This is an optimization exercise on Yosys and OpenROAD, whose aim is small area, not a production implementation. Only simulation tests tie the RTL to the original design; equivalence was not proved.

==> flow/design.v <==
module FIR_low_pass_filter(
	input clk,
	input rst,
	input [7:0]FIR_IN,
	output reg [16:0]FIR_OUT
);
reg [7:0] d0;
reg [7:0] d1;
reg [7:0] d2;
reg [7:0] d3;
reg [7:0] d4;
reg [7:0] d5;
reg [7:0] d6;
reg [7:0] d7;
reg [7:0] d8;
reg [7:0] d9;
always @(posedge clk or negedge rst)
	if (!rst) begin
		d0 <= 8'b0;
		d1 <= 8'b0;
		d2 <= 8'b0;
		d3 <= 8'b0;
		d4 <= 8'b0;
		d5 <= 8'b0;
		d6 <= 8'b0;
		d7 <= 8'b0;
		d8 <= 8'b0;
		d9 <= 8'b0;
	end else begin
		d0 <= FIR_IN;
		d1 <= d0;
		d2 <= d1;
		d3 <= d2;
		d4 <= d3;
		d5 <= d4;
		d6 <= d5;
		d7 <= d6;
		d8 <= d7;
		d9 <= d8;
	end
wire w1;
wire w2;
wire w4;
wire w5;
wire w7;
wire w9;
wire w11;
wire w13;
wire w15;
wire w17;
wire w19;
wire w20;
wire w22;
wire w24;
wire w26;
wire w28;
wire w30;
wire w32;
wire w34;
wire w35;
wire w37;
wire w39;
wire w41;
wire w43;
wire w45;
wire w47;
wire w49;
wire w50;
wire w52;
wire w54;
wire w56;
wire w58;
wire w59;
wire w61;
wire w62;
wire w64;
wire w65;
wire w67;
wire w68;
wire w70;
wire w71;
wire w73;
wire w74;
wire w76;
wire w78;
wire w80;
wire w82;
wire w84;
wire w86;
wire w88;
wire w89;
wire w91;
wire w93;
wire w95;
wire w97;
wire w98;
wire w100;
wire w101;
wire w103;
wire w104;
wire w106;
wire w107;
wire w109;
wire w111;
wire w113;
wire w115;
wire w117;
wire w119;
wire w121;
wire w122;
wire w124;
wire w126;
wire w128;
wire w130;
wire w132;
wire w134;
wire w136;
wire w137;
wire w139;
wire w141;
wire w143;
wire w145;
wire w146;
wire w148;
wire w149;
wire w151;
wire w153;
wire w155;
wire w157;
wire w159;
wire w161;
wire w163;
wire w164;
wire w166;
wire w168;
wire w170;
wire w172;
wire w174;
wire w176;
wire w178;
wire w179;
wire w181;
wire w183;
wire w185;
wire w187;
wire w189;
wire w191;
wire w193;
wire w194;
wire w196;
wire w198;
wire w200;
wire w202;
wire w203;
wire w205;
wire w206;
wire w208;
wire w210;
wire w212;
wire w214;
wire w216;
wire w218;
wire w220;
wire w221;
wire w223;
wire w225;
wire w227;
wire w229;
wire w231;
wire w233;
wire w235;
wire w236;
wire w238;
wire w240;
wire w242;
wire w244;
wire w246;
wire w248;
wire w250;
wire w251;
wire w253;
wire w255;
wire w257;
wire w259;
wire w261;
wire w263;
wire w265;
wire w266;
wire w268;
wire w269;
wire w271;
wire w272;
wire w274;
wire w275;
wire w277;
wire w279;
wire w281;
wire w283;
wire w285;
wire w287;
wire w289;
wire w290;
wire w292;
wire w294;
wire w296;
wire w298;
wire w300;
wire w302;
wire w304;
wire w305;
wire w307;
wire w309;
wire w311;
wire w313;
wire w315;
wire w317;
wire w318;
wire w320;
wire w321;
wire w323;
wire w324;
wire w326;
wire w327;
wire w329;
wire w331;
wire w333;
wire w335;
wire w337;
wire w339;
wire w341;
wire w342;
wire w344;
wire w346;
wire w348;
wire w350;
wire w352;
wire w354;
wire w356;
wire w357;
wire w359;
wire w361;
wire w363;
wire w365;
wire w367;
wire w369;
wire w371;
wire w373;
wire w375;
wire w377;
wire w378;
wire w380;
wire w381;
wire w383;
wire w384;
wire w386;
wire w388;
wire w390;
wire w392;
wire w394;
wire w396;
wire w398;
wire w399;
wire w401;
wire w403;
wire w405;
wire w407;
wire w409;
wire w411;
wire w413;
wire w414;
wire w416;
wire w418;
wire w420;
wire w422;
wire w424;
wire w426;
wire w428;
wire w429;
wire w431;
wire w433;
wire w435;
wire w437;
wire w439;
wire w441;
wire w442;
wire w444;
wire w445;
wire w447;
wire w448;
wire w450;
wire w451;
wire w453;
wire w454;
wire w456;
wire w457;
wire w459;
wire w460;
wire w462;
wire w463;
wire w465;
wire w466;
wire w468;
wire w469;
wire w471;
wire w472;
wire w474;
wire w475;
wire w477;
wire w478;
wire w480;
wire w481;
wire w483;
wire w484;
wire w486;
wire w487;
wire w489;
wire w490;
wire w492;
wire w493;
wire w495;
wire w496;
wire w498;
wire w499;
wire w501;
wire w502;
wire w504;
wire w505;
wire w507;
wire w508;
wire w510;
wire w511;
wire w513;
wire w514;
wire w516;
wire w517;
wire w519;
wire w520;
wire w522;
wire w523;
wire w525;
wire w526;
wire w528;
wire w529;
wire w531;
wire w532;
wire w534;
wire w535;
wire w537;
wire w538;
wire w540;
wire w541;
wire w543;
wire w544;
wire w546;
wire w547;
wire w549;
wire w550;
wire w552;
wire w553;
wire w555;
wire w556;
wire w558;
wire w559;
wire w561;
wire w562;
wire w564;
wire w565;
wire w567;
wire w568;
wire w570;
wire w571;
wire w573;
wire w574;
wire w576;
wire w577;
wire w579;
wire w580;
wire w582;
wire w583;
wire w585;
wire w586;
wire w588;
wire w590;
wire w592;
wire w594;
wire w596;
wire w598;
wire w600;
wire w601;
wire w603;
wire w605;
wire w607;
wire w609;
wire w611;
wire w613;
wire w615;
wire w617;
wire w619;
wire w621;
wire w623;
wire w625;
wire w627;
wire w628;
wire w630;
wire w632;
wire w634;
wire w636;
wire w638;
wire w640;
wire w642;
wire w643;
wire w645;
wire w647;
wire w649;
wire w651;
wire w653;
wire w655;
wire w657;
wire w659;
wire w661;
wire w663;
wire w665;
wire w667;
wire w669;
fir_ha u3 (.a(d1[0]), .b(d9[0]), .y(w1), .z(w2));
fir_ha u6 (.a(d1[1]), .b(d9[1]), .y(w4), .z(w5));
fir_xr u8 (.a(w4), .b(w2), .y(w7));
fir_aoi u10 (.a(w4), .b(w2), .c(w5), .y(w9));
fir_xn u12 (.a(d1[2]), .b(d9[2]), .y(w11));
fir_xr u14 (.a(w11), .b(w9), .y(w13));
fir_nd u16 (.a(d1[2]), .b(d9[2]), .y(w15));
fir_oai u18 (.a(w11), .b(w9), .c(w15), .y(w17));
fir_ha u21 (.a(d1[3]), .b(d9[3]), .y(w19), .z(w20));
fir_xr u23 (.a(w19), .b(w17), .y(w22));
fir_aoi u25 (.a(w19), .b(w17), .c(w20), .y(w24));
fir_xn u27 (.a(d1[4]), .b(d9[4]), .y(w26));
fir_xr u29 (.a(w26), .b(w24), .y(w28));
fir_nd u31 (.a(d1[4]), .b(d9[4]), .y(w30));
fir_oai u33 (.a(w26), .b(w24), .c(w30), .y(w32));
fir_ha u36 (.a(d1[5]), .b(d9[5]), .y(w34), .z(w35));
fir_xr u38 (.a(w34), .b(w32), .y(w37));
fir_aoi u40 (.a(w34), .b(w32), .c(w35), .y(w39));
fir_xn u42 (.a(d1[6]), .b(d9[6]), .y(w41));
fir_xr u44 (.a(w41), .b(w39), .y(w43));
fir_nd u46 (.a(d1[6]), .b(d9[6]), .y(w45));
fir_oai u48 (.a(w41), .b(w39), .c(w45), .y(w47));
fir_ha u51 (.a(d1[7]), .b(d9[7]), .y(w49), .z(w50));
fir_xr u53 (.a(w49), .b(w47), .y(w52));
fir_aoi u55 (.a(w49), .b(w47), .c(w50), .y(w54));
fir_iv u57 (.a(w54), .y(w56));
fir_ha u60 (.a(d2[0]), .b(d8[0]), .y(w58), .z(w59));
fir_fa u63 (.a(d2[1]), .b(d8[1]), .c(w59), .y(w61), .z(w62));
fir_fa u66 (.a(d2[2]), .b(d8[2]), .c(w62), .y(w64), .z(w65));
fir_fa u69 (.a(d2[3]), .b(d8[3]), .c(w65), .y(w67), .z(w68));
fir_fa u72 (.a(d2[4]), .b(d8[4]), .c(w68), .y(w70), .z(w71));
fir_ha u75 (.a(d2[5]), .b(d8[5]), .y(w73), .z(w74));
fir_xr u77 (.a(w73), .b(w71), .y(w76));
fir_aoi u79 (.a(w73), .b(w71), .c(w74), .y(w78));
fir_xn u81 (.a(d2[6]), .b(d8[6]), .y(w80));
fir_xr u83 (.a(w80), .b(w78), .y(w82));
fir_nd u85 (.a(d2[6]), .b(d8[6]), .y(w84));
fir_oai u87 (.a(w80), .b(w78), .c(w84), .y(w86));
fir_ha u90 (.a(d2[7]), .b(d8[7]), .y(w88), .z(w89));
fir_xr u92 (.a(w88), .b(w86), .y(w91));
fir_aoi u94 (.a(w88), .b(w86), .c(w89), .y(w93));
fir_iv u96 (.a(w93), .y(w95));
fir_ha u99 (.a(d3[0]), .b(d7[0]), .y(w97), .z(w98));
fir_fa u102 (.a(d3[1]), .b(d7[1]), .c(w98), .y(w100), .z(w101));
fir_fa u105 (.a(d3[2]), .b(d7[2]), .c(w101), .y(w103), .z(w104));
fir_ha u108 (.a(d3[3]), .b(d7[3]), .y(w106), .z(w107));
fir_xr u110 (.a(w106), .b(w104), .y(w109));
fir_aoi u112 (.a(w106), .b(w104), .c(w107), .y(w111));
fir_xn u114 (.a(d3[4]), .b(d7[4]), .y(w113));
fir_xr u116 (.a(w113), .b(w111), .y(w115));
fir_nd u118 (.a(d3[4]), .b(d7[4]), .y(w117));
fir_oai u120 (.a(w113), .b(w111), .c(w117), .y(w119));
fir_ha u123 (.a(d3[5]), .b(d7[5]), .y(w121), .z(w122));
fir_xr u125 (.a(w121), .b(w119), .y(w124));
fir_aoi u127 (.a(w121), .b(w119), .c(w122), .y(w126));
fir_xn u129 (.a(d3[6]), .b(d7[6]), .y(w128));
fir_xr u131 (.a(w128), .b(w126), .y(w130));
fir_nd u133 (.a(d3[6]), .b(d7[6]), .y(w132));
fir_oai u135 (.a(w128), .b(w126), .c(w132), .y(w134));
fir_ha u138 (.a(d3[7]), .b(d7[7]), .y(w136), .z(w137));
fir_xr u140 (.a(w136), .b(w134), .y(w139));
fir_aoi u142 (.a(w136), .b(w134), .c(w137), .y(w141));
fir_iv u144 (.a(w141), .y(w143));
fir_ha u147 (.a(d4[0]), .b(d6[0]), .y(w145), .z(w146));
fir_ha u150 (.a(d4[1]), .b(d6[1]), .y(w148), .z(w149));
fir_xr u152 (.a(w148), .b(w146), .y(w151));
fir_aoi u154 (.a(w148), .b(w146), .c(w149), .y(w153));
fir_xn u156 (.a(d4[2]), .b(d6[2]), .y(w155));
fir_xr u158 (.a(w155), .b(w153), .y(w157));
fir_nd u160 (.a(d4[2]), .b(d6[2]), .y(w159));
fir_oai u162 (.a(w155), .b(w153), .c(w159), .y(w161));
fir_ha u165 (.a(d4[3]), .b(d6[3]), .y(w163), .z(w164));
fir_xr u167 (.a(w163), .b(w161), .y(w166));
fir_aoi u169 (.a(w163), .b(w161), .c(w164), .y(w168));
fir_xn u171 (.a(d4[4]), .b(d6[4]), .y(w170));
fir_xr u173 (.a(w170), .b(w168), .y(w172));
fir_nd u175 (.a(d4[4]), .b(d6[4]), .y(w174));
fir_oai u177 (.a(w170), .b(w168), .c(w174), .y(w176));
fir_ha u180 (.a(d4[5]), .b(d6[5]), .y(w178), .z(w179));
fir_xr u182 (.a(w178), .b(w176), .y(w181));
fir_aoi u184 (.a(w178), .b(w176), .c(w179), .y(w183));
fir_xn u186 (.a(d4[6]), .b(d6[6]), .y(w185));
fir_xr u188 (.a(w185), .b(w183), .y(w187));
fir_nd u190 (.a(d4[6]), .b(d6[6]), .y(w189));
fir_oai u192 (.a(w185), .b(w183), .c(w189), .y(w191));
fir_ha u195 (.a(d4[7]), .b(d6[7]), .y(w193), .z(w194));
fir_xr u197 (.a(w193), .b(w191), .y(w196));
fir_aoi u199 (.a(w193), .b(w191), .c(w194), .y(w198));
fir_iv u201 (.a(w198), .y(w200));
fir_ha u204 (.a(w1), .b(w145), .y(w202), .z(w203));
fir_ha u207 (.a(w7), .b(w151), .y(w205), .z(w206));
fir_xr u209 (.a(w205), .b(w203), .y(w208));
fir_aoi u211 (.a(w205), .b(w203), .c(w206), .y(w210));
fir_xn u213 (.a(w13), .b(w157), .y(w212));
fir_xr u215 (.a(w212), .b(w210), .y(w214));
fir_nd u217 (.a(w13), .b(w157), .y(w216));
fir_oai u219 (.a(w212), .b(w210), .c(w216), .y(w218));
fir_ha u222 (.a(w22), .b(w166), .y(w220), .z(w221));
fir_xr u224 (.a(w220), .b(w218), .y(w223));
fir_aoi u226 (.a(w220), .b(w218), .c(w221), .y(w225));
fir_xn u228 (.a(w28), .b(w172), .y(w227));
fir_xr u230 (.a(w227), .b(w225), .y(w229));
fir_nd u232 (.a(w28), .b(w172), .y(w231));
fir_oai u234 (.a(w227), .b(w225), .c(w231), .y(w233));
fir_ha u237 (.a(w37), .b(w181), .y(w235), .z(w236));
fir_xr u239 (.a(w235), .b(w233), .y(w238));
fir_aoi u241 (.a(w235), .b(w233), .c(w236), .y(w240));
fir_xn u243 (.a(w43), .b(w187), .y(w242));
fir_xr u245 (.a(w242), .b(w240), .y(w244));
fir_nd u247 (.a(w43), .b(w187), .y(w246));
fir_oai u249 (.a(w242), .b(w240), .c(w246), .y(w248));
fir_ha u252 (.a(w52), .b(w196), .y(w250), .z(w251));
fir_xr u254 (.a(w250), .b(w248), .y(w253));
fir_aoi u256 (.a(w250), .b(w248), .c(w251), .y(w255));
fir_xn u258 (.a(w56), .b(w200), .y(w257));
fir_xr u260 (.a(w257), .b(w255), .y(w259));
fir_nd u262 (.a(w56), .b(w200), .y(w261));
fir_oai u264 (.a(w257), .b(w255), .c(w261), .y(w263));
fir_ha u267 (.a(d5[0]), .b(w97), .y(w265), .z(w266));
fir_fa u270 (.a(d5[1]), .b(w266), .c(w100), .y(w268), .z(w269));
fir_fa u273 (.a(d5[2]), .b(w103), .c(w269), .y(w271), .z(w272));
fir_ha u276 (.a(d5[3]), .b(w109), .y(w274), .z(w275));
fir_xr u278 (.a(w274), .b(w272), .y(w277));
fir_aoi u280 (.a(w274), .b(w272), .c(w275), .y(w279));
fir_xn u282 (.a(w115), .b(d5[4]), .y(w281));
fir_xr u284 (.a(w281), .b(w279), .y(w283));
fir_nd u286 (.a(w115), .b(d5[4]), .y(w285));
fir_oai u288 (.a(w281), .b(w279), .c(w285), .y(w287));
fir_ha u291 (.a(d5[5]), .b(w124), .y(w289), .z(w290));
fir_xr u293 (.a(w289), .b(w287), .y(w292));
fir_aoi u295 (.a(w289), .b(w287), .c(w290), .y(w294));
fir_xn u297 (.a(w130), .b(d5[6]), .y(w296));
fir_xr u299 (.a(w296), .b(w294), .y(w298));
fir_nd u301 (.a(w130), .b(d5[6]), .y(w300));
fir_oai u303 (.a(w296), .b(w294), .c(w300), .y(w302));
fir_ha u306 (.a(d5[7]), .b(w139), .y(w304), .z(w305));
fir_xr u308 (.a(w304), .b(w302), .y(w307));
fir_aoi u310 (.a(w304), .b(w302), .c(w305), .y(w309));
fir_xn u312 (.a(w143), .b(w309), .y(w311));
fir_nab u314 (.a(w309), .b(w143), .y(w313));
fir_iv u316 (.a(w313), .y(w315));
fir_ha u319 (.a(w58), .b(w202), .y(w317), .z(w318));
fir_fa u322 (.a(w61), .b(w318), .c(w208), .y(w320), .z(w321));
fir_fa u325 (.a(w64), .b(w214), .c(w321), .y(w323), .z(w324));
fir_ha u328 (.a(w67), .b(w223), .y(w326), .z(w327));
fir_xr u330 (.a(w326), .b(w324), .y(w329));
fir_aoi u332 (.a(w326), .b(w324), .c(w327), .y(w331));
fir_xn u334 (.a(w229), .b(w70), .y(w333));
fir_xr u336 (.a(w333), .b(w331), .y(w335));
fir_nd u338 (.a(w229), .b(w70), .y(w337));
fir_oai u340 (.a(w333), .b(w331), .c(w337), .y(w339));
fir_ha u343 (.a(w238), .b(w76), .y(w341), .z(w342));
fir_xr u345 (.a(w341), .b(w339), .y(w344));
fir_aoi u347 (.a(w341), .b(w339), .c(w342), .y(w346));
fir_xn u349 (.a(w244), .b(w82), .y(w348));
fir_xr u351 (.a(w348), .b(w346), .y(w350));
fir_nd u353 (.a(w244), .b(w82), .y(w352));
fir_oai u355 (.a(w348), .b(w346), .c(w352), .y(w354));
fir_ha u358 (.a(w253), .b(w91), .y(w356), .z(w357));
fir_xr u360 (.a(w356), .b(w354), .y(w359));
fir_aoi u362 (.a(w356), .b(w354), .c(w357), .y(w361));
fir_xn u364 (.a(w259), .b(w95), .y(w363));
fir_xr u366 (.a(w363), .b(w361), .y(w365));
fir_nd u368 (.a(w259), .b(w95), .y(w367));
fir_oai u370 (.a(w363), .b(w361), .c(w367), .y(w369));
fir_xr u372 (.a(w263), .b(w369), .y(w371));
fir_nd u374 (.a(w263), .b(w369), .y(w373));
fir_iv u376 (.a(w373), .y(w375));
fir_ha u379 (.a(w265), .b(w268), .y(w377), .z(w378));
fir_fa u382 (.a(w268), .b(w378), .c(w271), .y(w380), .z(w381));
fir_ha u385 (.a(w271), .b(w277), .y(w383), .z(w384));
fir_xr u387 (.a(w383), .b(w381), .y(w386));
fir_aoi u389 (.a(w383), .b(w381), .c(w384), .y(w388));
fir_xn u391 (.a(w283), .b(w277), .y(w390));
fir_xr u393 (.a(w390), .b(w388), .y(w392));
fir_nd u395 (.a(w283), .b(w277), .y(w394));
fir_oai u397 (.a(w390), .b(w388), .c(w394), .y(w396));
fir_ha u400 (.a(w283), .b(w292), .y(w398), .z(w399));
fir_xr u402 (.a(w398), .b(w396), .y(w401));
fir_aoi u404 (.a(w398), .b(w396), .c(w399), .y(w403));
fir_xn u406 (.a(w298), .b(w292), .y(w405));
fir_xr u408 (.a(w405), .b(w403), .y(w407));
fir_nd u410 (.a(w298), .b(w292), .y(w409));
fir_oai u412 (.a(w405), .b(w403), .c(w409), .y(w411));
fir_ha u415 (.a(w298), .b(w307), .y(w413), .z(w414));
fir_xr u417 (.a(w413), .b(w411), .y(w416));
fir_aoi u419 (.a(w413), .b(w411), .c(w414), .y(w418));
fir_xn u421 (.a(w311), .b(w307), .y(w420));
fir_xr u423 (.a(w420), .b(w418), .y(w422));
fir_nd u425 (.a(w311), .b(w307), .y(w424));
fir_oai u427 (.a(w420), .b(w418), .c(w424), .y(w426));
fir_ha u430 (.a(w311), .b(w315), .y(w428), .z(w429));
fir_xr u432 (.a(w428), .b(w426), .y(w431));
fir_aoi u434 (.a(w428), .b(w426), .c(w429), .y(w433));
fir_xn u436 (.a(w315), .b(w433), .y(w435));
fir_nab u438 (.a(w433), .b(w315), .y(w437));
fir_iv u440 (.a(w437), .y(w439));
fir_ha u443 (.a(w265), .b(w317), .y(w441), .z(w442));
fir_fa u446 (.a(w202), .b(w442), .c(w377), .y(w444), .z(w445));
fir_ha u449 (.a(w320), .b(w444), .y(w447), .z(w448));
fir_fa u452 (.a(w317), .b(w208), .c(w445), .y(w450), .z(w451));
fir_fa u455 (.a(w323), .b(w380), .c(w448), .y(w453), .z(w454));
fir_ha u458 (.a(w450), .b(w453), .y(w456), .z(w457));
fir_fa u461 (.a(w214), .b(w320), .c(w329), .y(w459), .z(w460));
fir_fa u464 (.a(w451), .b(w386), .c(w454), .y(w462), .z(w463));
fir_fa u467 (.a(w459), .b(w457), .c(w462), .y(w465), .z(w466));
fir_fa u470 (.a(w265), .b(w223), .c(w323), .y(w468), .z(w469));
fir_fa u473 (.a(w335), .b(w468), .c(w460), .y(w471), .z(w472));
fir_fa u476 (.a(w392), .b(w463), .c(w471), .y(w474), .z(w475));
fir_fa u479 (.a(w377), .b(w229), .c(w329), .y(w477), .z(w478));
fir_fa u482 (.a(w469), .b(w477), .c(w344), .y(w480), .z(w481));
fir_fa u485 (.a(w401), .b(w472), .c(w480), .y(w483), .z(w484));
fir_fa u488 (.a(w238), .b(w380), .c(w335), .y(w486), .z(w487));
fir_fa u491 (.a(w478), .b(w350), .c(w486), .y(w489), .z(w490));
fir_fa u494 (.a(w407), .b(w481), .c(w489), .y(w492), .z(w493));
fir_fa u497 (.a(d5[0]), .b(w145), .c(w244), .y(w495), .z(w496));
fir_fa u500 (.a(w386), .b(w344), .c(w495), .y(w498), .z(w499));
fir_fa u503 (.a(w487), .b(w359), .c(w498), .y(w501), .z(w502));
fir_fa u506 (.a(w416), .b(w490), .c(w501), .y(w504), .z(w505));
fir_fa u509 (.a(d5[1]), .b(w151), .c(w253), .y(w507), .z(w508));
fir_fa u512 (.a(w392), .b(w496), .c(w350), .y(w510), .z(w511));
fir_fa u515 (.a(w507), .b(w499), .c(w365), .y(w513), .z(w514));
fir_fa u518 (.a(w510), .b(w422), .c(w502), .y(w516), .z(w517));
fir_fa u521 (.a(w513), .b(w505), .c(w516), .y(w519), .z(w520));
fir_fa u524 (.a(d5[2]), .b(w157), .c(w259), .y(w522), .z(w523));
fir_fa u527 (.a(w401), .b(w508), .c(w359), .y(w525), .z(w526));
fir_fa u530 (.a(w522), .b(w511), .c(w371), .y(w528), .z(w529));
fir_fa u533 (.a(w525), .b(w514), .c(w431), .y(w531), .z(w532));
fir_fa u536 (.a(w517), .b(w528), .c(w531), .y(w534), .z(w535));
fir_fa u539 (.a(d5[3]), .b(w166), .c(w263), .y(w537), .z(w538));
fir_fa u542 (.a(w407), .b(w523), .c(w537), .y(w540), .z(w541));
fir_fa u545 (.a(w365), .b(w375), .c(w526), .y(w543), .z(w544));
fir_fa u548 (.a(w540), .b(w435), .c(w529), .y(w546), .z(w547));
fir_fa u551 (.a(w543), .b(w532), .c(w546), .y(w549), .z(w550));
fir_fa u554 (.a(d5[4]), .b(w172), .c(w538), .y(w552), .z(w553));
fir_fa u557 (.a(w416), .b(w371), .c(w541), .y(w555), .z(w556));
fir_fa u560 (.a(w552), .b(w544), .c(w555), .y(w558), .z(w559));
fir_fa u563 (.a(w439), .b(w547), .c(w558), .y(w561), .z(w562));
fir_fa u566 (.a(d5[5]), .b(w181), .c(w553), .y(w564), .z(w565));
fir_fa u569 (.a(w375), .b(w422), .c(w564), .y(w567), .z(w568));
fir_fa u572 (.a(w556), .b(w567), .c(w559), .y(w570), .z(w571));
fir_fa u575 (.a(d5[6]), .b(w187), .c(w431), .y(w573), .z(w574));
fir_fa u578 (.a(w565), .b(w573), .c(w568), .y(w576), .z(w577));
fir_fa u581 (.a(d5[7]), .b(w196), .c(w435), .y(w579), .z(w580));
fir_fa u584 (.a(w574), .b(w579), .c(w577), .y(w582), .z(w583));
fir_fa u587 (.a(w200), .b(w439), .c(w580), .y(w585), .z(w586));
fir_xr u589 (.a(w474), .b(w466), .y(w588));
fir_nd u591 (.a(w474), .b(w466), .y(w590));
fir_xn u593 (.a(w475), .b(w483), .y(w592));
fir_xr u595 (.a(w592), .b(w590), .y(w594));
fir_nd u597 (.a(w475), .b(w483), .y(w596));
fir_oai u599 (.a(w592), .b(w590), .c(w596), .y(w598));
fir_ha u602 (.a(w484), .b(w492), .y(w600), .z(w601));
fir_xr u604 (.a(w600), .b(w598), .y(w603));
fir_aoi u606 (.a(w600), .b(w598), .c(w601), .y(w605));
fir_xn u608 (.a(w493), .b(w504), .y(w607));
fir_xr u610 (.a(w607), .b(w605), .y(w609));
fir_nd u612 (.a(w493), .b(w504), .y(w611));
fir_oai u614 (.a(w607), .b(w605), .c(w611), .y(w613));
fir_xr u616 (.a(w519), .b(w613), .y(w615));
fir_nd u618 (.a(w519), .b(w613), .y(w617));
fir_xn u620 (.a(w520), .b(w534), .y(w619));
fir_xr u622 (.a(w619), .b(w617), .y(w621));
fir_nd u624 (.a(w520), .b(w534), .y(w623));
fir_oai u626 (.a(w619), .b(w617), .c(w623), .y(w625));
fir_ha u629 (.a(w535), .b(w549), .y(w627), .z(w628));
fir_xr u631 (.a(w627), .b(w625), .y(w630));
fir_aoi u633 (.a(w627), .b(w625), .c(w628), .y(w632));
fir_xn u635 (.a(w550), .b(w561), .y(w634));
fir_xr u637 (.a(w634), .b(w632), .y(w636));
fir_nd u639 (.a(w550), .b(w561), .y(w638));
fir_oai u641 (.a(w634), .b(w632), .c(w638), .y(w640));
fir_ha u644 (.a(w562), .b(w570), .y(w642), .z(w643));
fir_xr u646 (.a(w642), .b(w640), .y(w645));
fir_aoi u648 (.a(w642), .b(w640), .c(w643), .y(w647));
fir_xn u650 (.a(w571), .b(w576), .y(w649));
fir_xr u652 (.a(w649), .b(w647), .y(w651));
fir_nd u654 (.a(w571), .b(w576), .y(w653));
fir_oai u656 (.a(w649), .b(w647), .c(w653), .y(w655));
fir_xr u658 (.a(w582), .b(w655), .y(w657));
fir_nd u660 (.a(w582), .b(w655), .y(w659));
fir_xn u662 (.a(w583), .b(w585), .y(w661));
fir_xr u664 (.a(w661), .b(w659), .y(w663));
fir_nd u666 (.a(w583), .b(w585), .y(w665));
fir_oai u668 (.a(w661), .b(w659), .c(w665), .y(w667));
fir_xr u670 (.a(w586), .b(w667), .y(w669));
wire [16:0] y = {w669, w663, w657, w651, w645, w636, w630, w621, w615, w609, w603, w594, w588, w465, w456, w447, w441};
always @(posedge clk or negedge rst)
	if (!rst)
		FIR_OUT <= 17'b0;
	else
		FIR_OUT <= y;
endmodule
module fir_aoi(input a, input b, input c, output y);
	assign y = ~((a & b) | c);
endmodule
module fir_fa(input a, input b, input c, output y, output z);
	assign y = a ^ b ^ c;
	assign z = (a & b) | (a & c) | (b & c);
endmodule
module fir_ha(input a, input b, output y, output z);
	assign y = a ^ b;
	assign z = a & b;
endmodule
module fir_iv(input a, output y);
	assign y = ~a;
endmodule
module fir_nab(input a, input b, output y);
	assign y = ~(~a & b);
endmodule
module fir_nd(input a, input b, output y);
	assign y = ~(a & b);
endmodule
module fir_oai(input a, input b, input c, output y);
	assign y = ~((a | b) & c);
endmodule
module fir_xn(input a, input b, output y);
	assign y = ~(a ^ b);
endmodule
module fir_xr(input a, input b, output y);
	assign y = a ^ b;
endmodule
==> flow/flow/run.sh <==
#!/bin/bash
# Own layout flow: the standard flow (standard.sh) with synthesis unchanged and
# these layout settings changed: ports buffered with sky130_fd_sc_hd__buf_1, and
# CTS without dummy loads (-buf_list sky130_fd_sc_hd__clkbuf_4 -root_buf sky130_fd_sc_hd__clkbuf_8).
# Each step's full output goes to its own log file in this folder.
set -euo pipefail
bash standard.sh synth > synth.log 2>&1
bash standard.sh \
  BUFFER_PORTS_ARGS="-buffer_cell sky130_fd_sc_hd__buf_1" \
  CTS_ARGS="-sink_clustering_enable -repair_clock_nets -dont_use_dummy_load -buf_list sky130_fd_sc_hd__clkbuf_4 -root_buf sky130_fd_sc_hd__clkbuf_8" \
  finish > layout.log 2>&1
==> flow/standard.sh <==
#!/bin/bash
# synth_recipe.tcl (not shown) runs the flow's synth.tcl, then flattens the netlist and writes it again
# the make line also repeats each setting of config.mk as NAME=value (left out here)
make -C /OpenROAD-flow-scripts/flow DESIGN_CONFIG=/design/flow/config.mk WORK_HOME=/design/flow/orfs CLKGATE_MAP_FILE= SYNTH_SCRIPT=/design/flow/synth_recipe.tcl "${@:-finish}"
==> flow/config.mk <==
export PLATFORM = sky130hd
export DESIGN_NAME = FIR_low_pass_filter
export DESIGN_NICKNAME = FIR_low_pass_filter
export VERILOG_FILES = /design/flow/design.v
export SDC_FILE = /design/flow/constraint.sdc
export NUM_CORES = 4
export LEC_CHECK = 0
export CAP_MARGIN = 20
export CORE_MARGIN = 2
export CORE_UTILIZATION = 40
export CTS_BUF_LIST = sky130_fd_sc_hd__clkbuf_8
export SLEW_MARGIN = 20
export SYNTH_HIERARCHICAL = 1
export SYNTH_MINIMUM_KEEP_SIZE = 0
==> flow/constraint.sdc <==
create_clock -name core_clock -period 7.0 [get_ports {clk}]
set_input_delay 1.4000 -clock core_clock [delete_from_list [all_inputs] [get_ports {clk}]]
set_output_delay 1.4000 -clock core_clock [all_outputs]
set_load 0.01 [all_outputs]
==> flow_metrics.py, run 1 <==
metrics = {
    "cts": {
        "clkSlewWorstSetupHoldPaths_ns": 0.09,
        "cts_tree": "yes",
        "cts_setup_buffers": 0,
        "clk_latency_ns": 0.38,
        "cts-root-buf": "clkbuf_8",
        "ctsHtreeMaxLevel": 3,
        "clock_path_buffers": 2,
        "clock-sinks": 97,
        "cts_buffers": 9,
    },
    "hold_path": {
        "hold_path_class": "flop to flop",
        "hp-start": "d0[2]",
    },
    "floorplanning": {
        "die_area_um2": 14500,
        "core_um2": 13200,
        "rows": 42,
        "start_util_pct": 41.0,
        "ioPinCount": 27,
        "die_x_um": 121,
        "die_h_um": 121,
    },
    "sta": {
        "fin_crit_sh_pct": 94.8,
        "final-setup-viol-count": 0,
        "slew_violations": 0,
        "fmax_mhz": 151,
        "hold_viol_final": 0,
        "setup_tns_ns": 0,
        "period_needed_ns": 6.64,
        "rsz0062_at_grt": "no",
        "setup_ws_ns": 0.361,
        "finalClockSkew_ns": 0.0221,
        "hold_ws_ns": 0.349,
        "worst_pin_slew_ns": 0.812,
        "slew_headroom_pct": 45.9,
    },
    "final_layout": {
        "fin_util_pct": 44.8,
        "area_growth_pct": 9.17,
        "drive_gt1_share_pct": 11.2,
        "layout_commonest_cell": "dfrtp_1",
        "final_cell_mix": "dfrtp_1, xor2_1, fa_1",
        "antenna_cells": 0,
        "final_nets": 530,
    },
    "synth": {
        "synth-seq-cells": 97,
        "ys_types": 10,
        "yosys_warnings": 7,
        "syn_area_per_cell_um2": 14.2,
        "syn-num-nets": 491,
        "yosysTopAreaCell": "dfrtp_1",
        "seq_area_frac_synth_pct": 44.7,
        "synth_top_area_share_pct": 44.7,
        "synthTopCellsByArea": "dfrtp_1, fa_1, xor2_1",
        "synthCells": 383,
        "syn_area_um2": 5430,
    },
    "route": {
        "wl_mm": 8.80,
        "first_pass_iters": 5,
        "wire_per_inst_um": 14.8,
        "route.vias.total": 2720,
        "first_iter_violations": 58,
        "vias_per_cell": 4.56,
        "ant_nets": 0,
        "drc_errors": 0,
    },
    "global_routing": {
        "overflow": 0,
        "grt_pass1_vias": 3092,
        "grt_usage_pct": 14.2,
        "grt_pass1_wl_mm": 15.4,
        "grt_max_degree": 68,
        "antenna_found_initial": 0,
    },
    "setup_path": {
        "crit_path_start_kind": "flop",
        "crit_slowest_cell": "fa_1",
        "cp.buffers_inverters": 0,
        "cp_max_fo": 2,
        "r2r_start": "d2[0]",
        "crit_start": "d2[0]",
        "crit_chain": "ha_1 > fa_1 > fa_1 > fa_1 > fa_1 > a21oi_2 > o21ai_1 > xor2_1 > ha_1 > xor2_1 > fa_1 > fa_1 > fa_1 > xnor2_1 > o21ai_1 > a21oi_2 > o21ai_1 > a21oi_2 > o21ai_1 > nand2_1 > o21ai_1 > xor2_1",
        "arrival_ns": 6.93,
        "critPathTopFamily": "adder cells",
        "crit_required_ns": 7.29,
        "crit_type": "flop to flop",
        "path_common_cell": "fa_1",
        "slowest_delay_ns": 0.56,
        "critPathCaptureType": "flop",
    },
    "placed_design": {
        "post-place-ws_ns": 0.355,
        "globalplace.congestion": 0.764,
        "dpl.hpwl_mm": 7.10,
        "io_buffers": 26,
    },
    "flow_run": {
        "drv_cap": 0,
    },
    "status": {
        "status": "no timing/DRC/antenna violations",
    },
}
==> cells in the mapped netlist <==
| master | count |
|---|---|
| inv_1 | 7 |
| fa_1 | 57 |
| xnor2_1 | 29 |
| nand2b_1 | 2 |
| xor2_1 | 62 |
| ha_1 | 41 |
| a21oi_2 | 30 |
| dfrtp_1 | 97 |
| o21ai_1 | 27 |
| nand2_1 | 31 |
==> through the flow <==
stage	instance area (um2)	std cells
floorplan	5430	383
global placement	5770	587
detailed placement	5770	587
CTS	5890	596
global route	5930	596
finish	5930	596
==> area by class of cell <==
class / instances / area (um2)
well taps: 176 / 220
repair buffers: 28 / 116
clock buffers: 9 / 124
multi-input cells: 279 / 3020
inverters: 7 / 26.3
flip-flops and latches: 97 / 2430
fillers: 1207 / 7310
==> flip-flops by register name, summed over array words and instances (netlist names) <==
register / flops
FIR_OUT: 17
d0: 8
d1: 8
d2: 8
d3: 8
d4: 8
d5: 8
d6: 8
d7: 8
d8: 8
d9: 8
==> modules after synthesis (local to each module, per instance) <==
| module | copies in the design | area, um2 |
|---|---|---|
| fir_aoi | 30 | 8.76 |
| fir_ha | 41 | 12.5 |
| fir_nd | 31 | 3.75 |
| fir_xn | 29 | 8.76 |
| fir_iv | 7 | 3.75 |
| fir_oai | 27 | 5.00 |
| fir_xr | 62 | 8.76 |
| fir_nab | 2 | 6.26 |
| fir_fa | 57 | 20.0 |
| FIR_low_pass_filter | 1 | 2430 |
==> kinds of logic (layout without fill, tap and decap cells) <==
family	after synthesis	count (layout)	share of synthesized area [%]
adder cells (fa/ha/maj)	98	98	30.5
flip-flops	97	97	44.7
XOR/XNOR	91	91	14.7
AO/OA/AOI/OAI	57	57	7.33
AND/OR/NAND/NOR	33	33	2.37
buffers and inverters	7	44	0.484
==> what timing repair did <==
| action | 4_1_cts | 5_1_grt |
|---|---|---|
| hold buffers | 0 | 0 |
| resized for setup | 0 | 5 |
| setup endpoints to repair | 0 | 1 |
| endpoints found under the hold margin | 0 | 0 |
==> final timing paths <==
path	slack, ns	cells past startpoint	to
setup / recovery	0.36	22	FIR_OUT[16]
hold / removal	0.35	0	d1[2]
setup reg to reg	0.36	22	FIR_OUT[16]
hold reg to reg	0.35	0	d1[2]
max in group asynchronous	4.82	2	d6[5]
min in group asynchronous	0.99	1	d0[5]
==> layer usage <==
layer | vias to the layer above | GRT usage (%) | wire length (um) | share of wire (%)
li1 | 1327 | - | - | -
met1 | 1349 | 19.0 | 4340 | 49
met2 | 32 | 22.8 | 4090 | 46
met3 | 12 | 3.40 | 230 | 2.6
met4 | 0 | 5.01 | 142 | 1.6
met5 | - | 0 | 0 | 0
==> run 2, diff against run 1 <==
==> flow/flow/run.sh (replaced) <==
#!/bin/bash
# Own layout flow: the standard flow (standard.sh), synthesis unchanged, with
# these layout settings changed:
#  - ports are buffered with sky130_fd_sc_hd__buf_1 instead of the default buffer,
#  - CTS inserts no dummy loads (clock buffers clkbuf_8 as in config.mk),
#  - after global-route timing repair, non-critical cells are downsized
#    (ORFS RECOVER_POWER).
# Each step's full output goes to its own log file in this folder.
set -euo pipefail
bash standard.sh synth > synth.log 2>&1
bash standard.sh \
  BUFFER_PORTS_ARGS="-buffer_cell sky130_fd_sc_hd__buf_1" \
  CTS_ARGS="-sink_clustering_enable -repair_clock_nets -buf_list sky130_fd_sc_hd__clkbuf_8 -dont_use_dummy_load" \
  RECOVER_POWER=100 \
  finish > layout.log 2>&1
==> run 2 against run 1 <==
  * Now fails the layout checks on capacitance limit, slew limit
  * Utilization down 0.057 points
  * Wire length about the same
  * Register-to-register slack about the same
  * Critical path depth unchanged
  * Via count down 0.29%
  * Critical endpoint unchanged
  * Count of clock-buffer cells in the layout unchanged
  * Highest routed layer unchanged
  * Cell area down 0.13%
  * Worst hold slack about the same
  * Final cell count unchanged
==> flow_metrics.py, run 2 <==
metrics = {
    "status": {
        "status": "finished with violations",
        "failed_checks": "capacitance limit, slew limit",
    },
    "route": {
        "vias_per_cell": 4.55,
        "wire_per_inst_um": 14.8,
        "ant_nets": 0,
        "first_iter_violations": 58,
        "wl_mm": 8.79,
        "route.vias.total": 2712,
        "drc_errors": 0,
        "first_pass_iters": 5,
    },
    "setup_path": {
        "crit_path_start_kind": "flop",
        "critPathCaptureType": "flop",
        "cp_max_fo": 2,
        "arrival_ns": 6.93,
        "crit_type": "flop to flop",
        "crit_required_ns": 7.29,
    },
    "synth": {
        "synth_top_area_share_pct": 44.7,
        "synthCells": 383,
        "synthTopCellsByArea": "dfrtp_1, fa_1, xor2_1",
        "async_flop_share_pct": 100,
        "synth.most_common_cell": "dfrtp_1",
        "ys_types": 10,
        "synth_edf_count": 0,
        "yosysTopAreaCell": "dfrtp_1",
        "synth-main-ff-cell": "dfrtp_1",
        "syn-num-nets": 491,
        "synth-seq-cells": 97,
        "yosys_warnings": 7,
        "syn_area_per_cell_um2": 14.2,
        "synthTopCellsByCount": "dfrtp_1, xor2_1, fa_1, ha_1, nand2_1",
        "syn_area_um2": 5430,
        "seq_area_frac_synth_pct": 44.7,
    },
    "placed_design": {
        "io_buffers": 26,
        "post-place-ws_ns": 0.355,
        "globalplace.congestion": 0.764,
        "dpl.hpwl_mm": 7.10,
        "placed_area_um2": 5770,
    },
    "flow_run": {
        "drv_cap": 2,
    },
    "sta": {
        "finalClockSkew_ns": 0.0221,
        "hold_viol_final": 0,
        "fin_crit_sh_pct": 94.8,
        "period_needed_ns": 6.64,
        "worst_pin_slew_ns": 3.44,
        "rsz0062_at_grt": "no",
        "fmax_mhz": 151,
        "final-setup-viol-count": 0,
        "hold_ws_ns": 0.349,
        "slew_headroom_pct": -129,
        "slew_violations": 100,
        "setup_tns_ns": 0,
        "setup_ws_ns": 0.361,
    },
    "final_layout": {
        "design_area_um2": 5920,
        "nFillCells": 1209,
        "area_growth_pct": 9.03,
        "final_cell_mix": "dfrtp_1, xor2_1, fa_1",
        "max_flop_register": "FIR_OUT",
        "largest_register_ffs": 17,
        "antenna_cells": 0,
        "layout_commonest_cell": "dfrtp_1",
        "multiInputGateArea_um2": 3020,
        "final_nets": 530,
        "layout.area.seq_um2": 2430,
        "drive_gt1_share_pct": 10.7,
    },
    "global_routing": {
        "use_met1_pct": 19.0,
        "grt_pass1_wl_mm": 15.4,
        "globalRouteMet2Util_pct": 22.8,
        "antenna_found_initial": 0,
        "grt_most_used_layer": "met2",
        "grt_pass1_vias": 3092,
        "overflow": 0,
        "use_met3_pct": 3.40,
        "grt_max_degree": 68,
        "grt_usage_pct": 14.2,
    },
    "floorplanning": {
        "rows": 42,
        "die_x_um": 121,
        "die_area_um2": 14500,
        "die_h_um": 121,
        "core_um2": 13200,
        "ioPinCount": 27,
        "start_util_pct": 41.0,
    },
    "cts": {
        "clkSlewWorstSetupHoldPaths_ns": 0.09,
        "clock-sinks": 97,
        "clk_latency_ns": 0.38,
        "ctsHtreeMaxLevel": 3,
        "cts-root-buf": "clkbuf_8",
        "cts_buffers": 9,
        "clock_path_buffers": 2,
        "cts_tree": "yes",
    },
    "hold_path": {
        "hold_path_class": "flop to flop",
    },
}
==> run 2: cell count changes in the layout (fill, tap and decap cells not counted), sizes merged <==
cell	delta
buf	-1
clkbuf	+1
==> run 2: per-layer routing <==
metal	part of all wire [%]	up-vias
li1	-	1327
met1	49	1345
met2	46	28
met3	2.5	12
met4	1.6	0
met5	0	-
==> run 2: timing repair <==
item | 4_1_cts | 5_1_grt
hold buffers | 0 | 0
endpoints found under the setup margin | 0 | 1
setup buffers | 0 | 0
gates resized for setup | 0 | 5
==> run 2: critical path, cell delays in order, from the launching register on <==
cell     delay, ns
dfrtp_1       0.40
ha_1          0.21
fa_1          0.39
fa_1          0.42
fa_1          0.42
fa_1          0.44
a21oi_2       0.23
o21ai_1       0.14
xor2_1        0.25
ha_1          0.31
xor2_1        0.32
fa_1          0.51
fa_1          0.56
fa_1          0.44
xnor2_1       0.17
o21ai_1       0.23
a21oi_2       0.10
o21ai_1       0.24
a21oi_2       0.10
o21ai_1       0.20
nand2_1       0.11
o21ai_1       0.20
xor2_1        0.15
==> run 2: worst paths after layout <==
kind	slack, ns	startpoint	end	cells after the start
max	0.36	d2[0]	FIR_OUT[16]	22
min	0.35	d0[2]	d1[2]	0
max reg2reg	0.36	d2[0]	FIR_OUT[16]	22
min reg2reg	0.35	d0[2]	d1[2]	0
max in group asynchronous	1.49	rst	d6[5]	2
min in group asynchronous	1.48	rst	d0[5]	1
==> run 2: stage by stage <==
step,utilization (%),instances
floorplan,-,383
global placement,43.6,587
detailed placement,43.6,587
CTS,44.5,596
global route,44.7,596
finish,44.7,596
==> run 2: modules after synthesis, one instance, submodules excluded <==
module,area [um2],cells inside
fir_ha,12.5,1
fir_nd,3.75,1
fir_aoi,8.76,1
fir_iv,3.75,1
fir_fa,20.0,1
fir_oai,5.00,1
FIR_low_pass_filter,2430,97
fir_nab,6.26,1
fir_xn,8.76,1
fir_xr,8.76,1
==> run 2: cell families after synthesis <==
logic type,Yosys count,synth area share [%]
buffers and inverters,7,0.484
and+or+nand+nor,33,2.37
DFF,97,44.7
adders and majority gates,98,30.5
AOI/OAI and AO/OA,57,7.33
xor gates and xnor gates,91,14.7
==> run 2: final cells by class <==
type                            instances  share of cell area [%]
Tap cell                              176                    3.72
Sequential cell                        97                    41.0
Inverter                                7                   0.444
Clock buffer                            9                    2.09
Timing Repair Buffer                   28                    1.84
Multi-Input combinational cell        279                    50.9
==> run 3, diff against run 2 <==
==> flow/flow/run.sh (replaced) <==
#!/bin/bash
# Own layout flow: the standard flow with three changes after synthesis:
#  - ports are buffered with sky130_fd_sc_hd__buf_1 instead of the default buffer,
#  - CTS inserts no dummy loads (buffers still clkbuf_8 as in config.mk),
#  - logic cells that synthesis upsized start from drive strength 1 (downsize.tcl);
#    the usual repair steps upsize them again where timing needs it.
# Each step's full output goes to its own log file here.
set -euo pipefail
HERE=$(pwd)
bash standard.sh synth > synth.log 2>&1
bash standard.sh \
  BUFFER_PORTS_ARGS="-buffer_cell sky130_fd_sc_hd__buf_1" \
  CTS_ARGS="-sink_clustering_enable -repair_clock_nets -buf_list sky130_fd_sc_hd__clkbuf_8 -dont_use_dummy_load" \
  POST_FLOORPLAN_TCL="$HERE/flow/downsize.tcl" \
  finish > layout.log 2>&1
==> flow/flow/downsize.tcl (new file) <==
# Runs after floorplan (before placement): put every logic cell that synthesis
# upsized back to its smallest drive strength. Later repair steps upsize again
# wherever timing needs it. Registers are not touched.
set n 0
foreach inst [get_cells *] {
  set ref [get_property $inst ref_name]
  if { [regexp {^(sky130_fd_sc_hd__(?:a21oi|o21ai|xor2|xnor2|nand2|nor2|nor2b|nand2b|inv|ha|fa))_[2-9]$} $ref -> base] } {
    set small [get_lib_cells */${base}_1]
    if { [llength $small] > 0 } {
      replace_cell $inst [lindex $small 0]
      incr n
    }
  }
}
puts "downsize.tcl: $n cells set to drive strength 1"
==> run 3 against run 2 <==
  * The run now finishes clean
  * Via count up 1.2%
  * Count of clock-buffer cells in the layout unchanged
  * Synthesized area unchanged
  * Worst setup slack better by 0.024 ns
  * Global-route usage decreased by 0.21 points
  * Critical path depth grew 3
  * Final cell count shrank 0.17%
  * Sequential cell count unchanged
  * Non-clock buffer count decreased by 1
  * Utilization increased by 0.31 points
==> flow_metrics.py, run 3 <==
metrics = {
    "status": {
        "status": "no timing/DRC/antenna violations",
    },
    "setup_path": {
        "cp_max_fo": 3,
        "crit_type": "flop to flop",
        "critPathCaptureType": "flop",
        "crit_required_ns": 7.25,
        "rrSetupSlack_ns": 0.39,
        "r2r_cells": 25,
        "r2r_end": "FIR_OUT[16]",
        "arrival_ns": 6.87,
        "crit_path_start_kind": "flop",
        "r2r_start": "d7[0]",
    },
    "cts": {
        "clk_latency_ns": 0.37,
        "cts_buffers": 9,
        "clock-sinks": 97,
        "cts_setup_buffers": 0,
        "cts_tree": "yes",
        "clock_path_buffers": 2,
        "cts-root-buf": "clkbuf_8",
        "ctsHtreeMaxLevel": 3,
        "clkSlewWorstSetupHoldPaths_ns": 0.09,
    },
    "synth": {
        "yosys_warnings": 7,
        "syn_area_um2": 5430,
        "synth.most_common_cell": "dfrtp_1",
        "synthCells": 383,
        "async_flop_share_pct": 100,
        "synthTopCellsByCount": "dfrtp_1, xor2_1, fa_1, ha_1, nand2_1",
        "synth-seq-cells": 97,
        "syn-num-nets": 491,
        "synthTopCellsByArea": "dfrtp_1, fa_1, xor2_1",
        "synth_top_area_share_pct": 44.7,
        "yosysTopAreaCell": "dfrtp_1",
        "syn_area_per_cell_um2": 14.2,
        "synth_edf_count": 0,
        "ys_types": 10,
        "seq_area_frac_synth_pct": 44.7,
        "synth-main-ff-cell": "dfrtp_1",
    },
    "global_routing": {
        "antenna_found_initial": 0,
        "overflow": 0,
        "grt_pass1_wl_mm": 15.3,
        "grt_usage_pct": 14.0,
        "grt_pass1_vias": 3063,
        "grt_max_degree": 66,
    },
    "route": {
        "first_iter_violations": 118,
        "wire_per_inst_um": 14.9,
        "first_pass_iters": 4,
        "route.vias.total": 2745,
        "wl_mm": 8.89,
        "ant_nets": 0,
        "vias_per_cell": 4.61,
        "drc_errors": 0,
    },
    "floorplanning": {
        "die_x_um": 121,
        "core_um2": 13200,
        "rows": 42,
        "start_util_pct": 41.0,
        "die_h_um": 121,
        "die_area_um2": 14500,
        "ioPinCount": 27,
    },
    "sta": {
        "setup_ws_ns": 0.386,
        "finalClockSkew_ns": 0.0179,
        "slew_violations": 0,
        "period_needed_ns": 6.61,
        "worst_pin_slew_ns": 0.770,
        "final-setup-viol-count": 0,
        "setup_tns_ns": 0,
        "fin_crit_sh_pct": 94.5,
        "fmax_mhz": 151,
        "slew_headroom_pct": 48.7,
        "hold_ws_ns": 0.352,
        "hold_viol_final": 0,
    },
    "flow_run": {
        "drv_cap": 0,
    },
    "hold_path": {
        "hp-start": "d0[5]",
        "hold_path_class": "flop to flop",
        "hold_depth": 0,
        "holdPathEnd": "d1[5]",
    },
    "final_layout": {
        "final_cell_mix": "dfrtp_1, fa_1, xor2_1",
        "max_flop_register": "FIR_OUT",
        "largest_register_ffs": 17,
        "layout_commonest_cell": "dfrtp_1",
        "design_area_um2": 5960,
        "antenna_cells": 0,
        "drive_gt1_share_pct": 10.7,
        "area_growth_pct": 9.79,
        "final_nets": 529,
    },
    "placed_design": {
        "globalplace.congestion": 0.778,
        "post-place-ws_ns": 0.335,
        "io_buffers": 26,
        "dpl.hpwl_mm": 7.11,
        "placed_area_um2": 5650,
    },
}
run 3: Yosys stat by module (local to each module, per instance):
module	area (um2)	flip-flops and latches	cells	copies in the design
FIR_low_pass_filter	2430	97	97	1
fir_aoi	8.76	0	1	30
fir_fa	20.0	0	1	57
fir_ha	12.5	0	1	41
fir_iv	3.75	0	1	7
fir_nab	6.26	0	1	2
fir_nd	3.75	0	1	31
fir_oai	5.00	0	1	27
fir_xn	8.76	0	1	29
fir_xr	8.76	0	1	62
run 3: worst max path at each step:
stage	cells after the start	start	to
final	25	d7[0]	FIR_OUT[16]
after global routing	24	d7[0]	FIR_OUT[16]
after CTS	23	d4[1]	FIR_OUT[16]
after detailed placement	23	d4[1]	FIR_OUT[16]
after global placement	23	d1[1]	FIR_OUT[16]
after floorplan	21	d2[0]	FIR_OUT[16]
run 3: critical path, stage by stage (launching register included):
cell and delay (ns):
dfrtp_1 0.41, ha_1 0.21, fa_1 0.39, fa_1 0.44, xor2_1 0.19, ha_1 0.34, a21oi_2 0.22, o21ai_1 0.14
a21oi_1 0.26, o21ai_1 0.15, xor2_1 0.28, ha_1 0.31, a21oi_1 0.24, o21ai_1 0.18, a21oi_2 0.23, xnor2_2 0.18
fa_1 0.47, fa_1 0.44, ha_1 0.31, a21oi_1 0.22, o21ai_1 0.13, a21oi_1 0.22, o21ai_1 0.14, nand2_1 0.11
o21ai_1 0.09, xor2_1 0.16
run 3: cells by family after synthesis:
| kind of cell | count (synthesis) | synth area share, % |
|---|---|---|
| adder cells (fa/ha/maj) | 98 | 30.5 |
| flip-flops | 97 | 44.7 |
| XOR/XNOR | 91 | 14.7 |
| AO/OA/AOI/OAI | 57 | 7.33 |
| AND/OR/NAND/NOR | 33 | 2.37 |
| buffers and inverters | 7 | 0.484 |
run 3: layout make-up:
class / instances / area, um2
multi-input cells: 279 / 3060
fillers: 1216 / 7280
flip-flops and latches: 97 / 2430
inverters: 7 / 26.3
repair buffers: 27 / 109
clock buffers: 9 / 124
well taps: 176 / 220
run 3: metal layers:
layer | vias to the layer above | GRT usage, % | share of wire, %
met4 | 0 | 5.45 | 1.9
met5 | - | 0 | 0
li1 | 1310 | - | -
met1 | 1392 | 18.7 | 47
met3 | 14 | 3.49 | 2.8
met2 | 29 | 22.1 | 49
run 3: repair_timing:
action / 4_1_cts / 5_1_grt
resized for setup: 0 / 34
hold buffers: 0 / 0
endpoints found under the setup margin: 0 / 2
run 3: per-stage QoR:
stage	instances	utilization [%]
after detailed placement	586	42.6
final	595	45.0
after floorplan	383	-
after global routing	595	45.0
after CTS	595	43.6
after global placement	586	42.6

[port drivers added, routing unchanged]
How much do the figures lean on ideal ports? The routed layouts below were timed once more, with nothing changed but the port constraints. Step 1, drivers: a clkbuf_16 drives clk and a buf_2 each remaining input, both assumed. Step 2 moves the port delays by t, midway between the first and last clock arrival at a register: inputs arrive t later, outputs are due t later. That takes back most of the time a late clock gives input paths. Three values: no drivers, after step 1, after step 2; two values: the first two.
run	t (ns)	setup slack, ns	worst hold slack (ns)
run 1	0.397	0.361 / 0.361 / 0.361	0.349 / 0.349 / 0.349
run 2	0.397	0.361 / 0.361 / 0.361	0.349 / 0.349 / 0.349
run 3	0.397	0.386 / 0.386 / 0.386	0.352 / 0.352 / 0.352
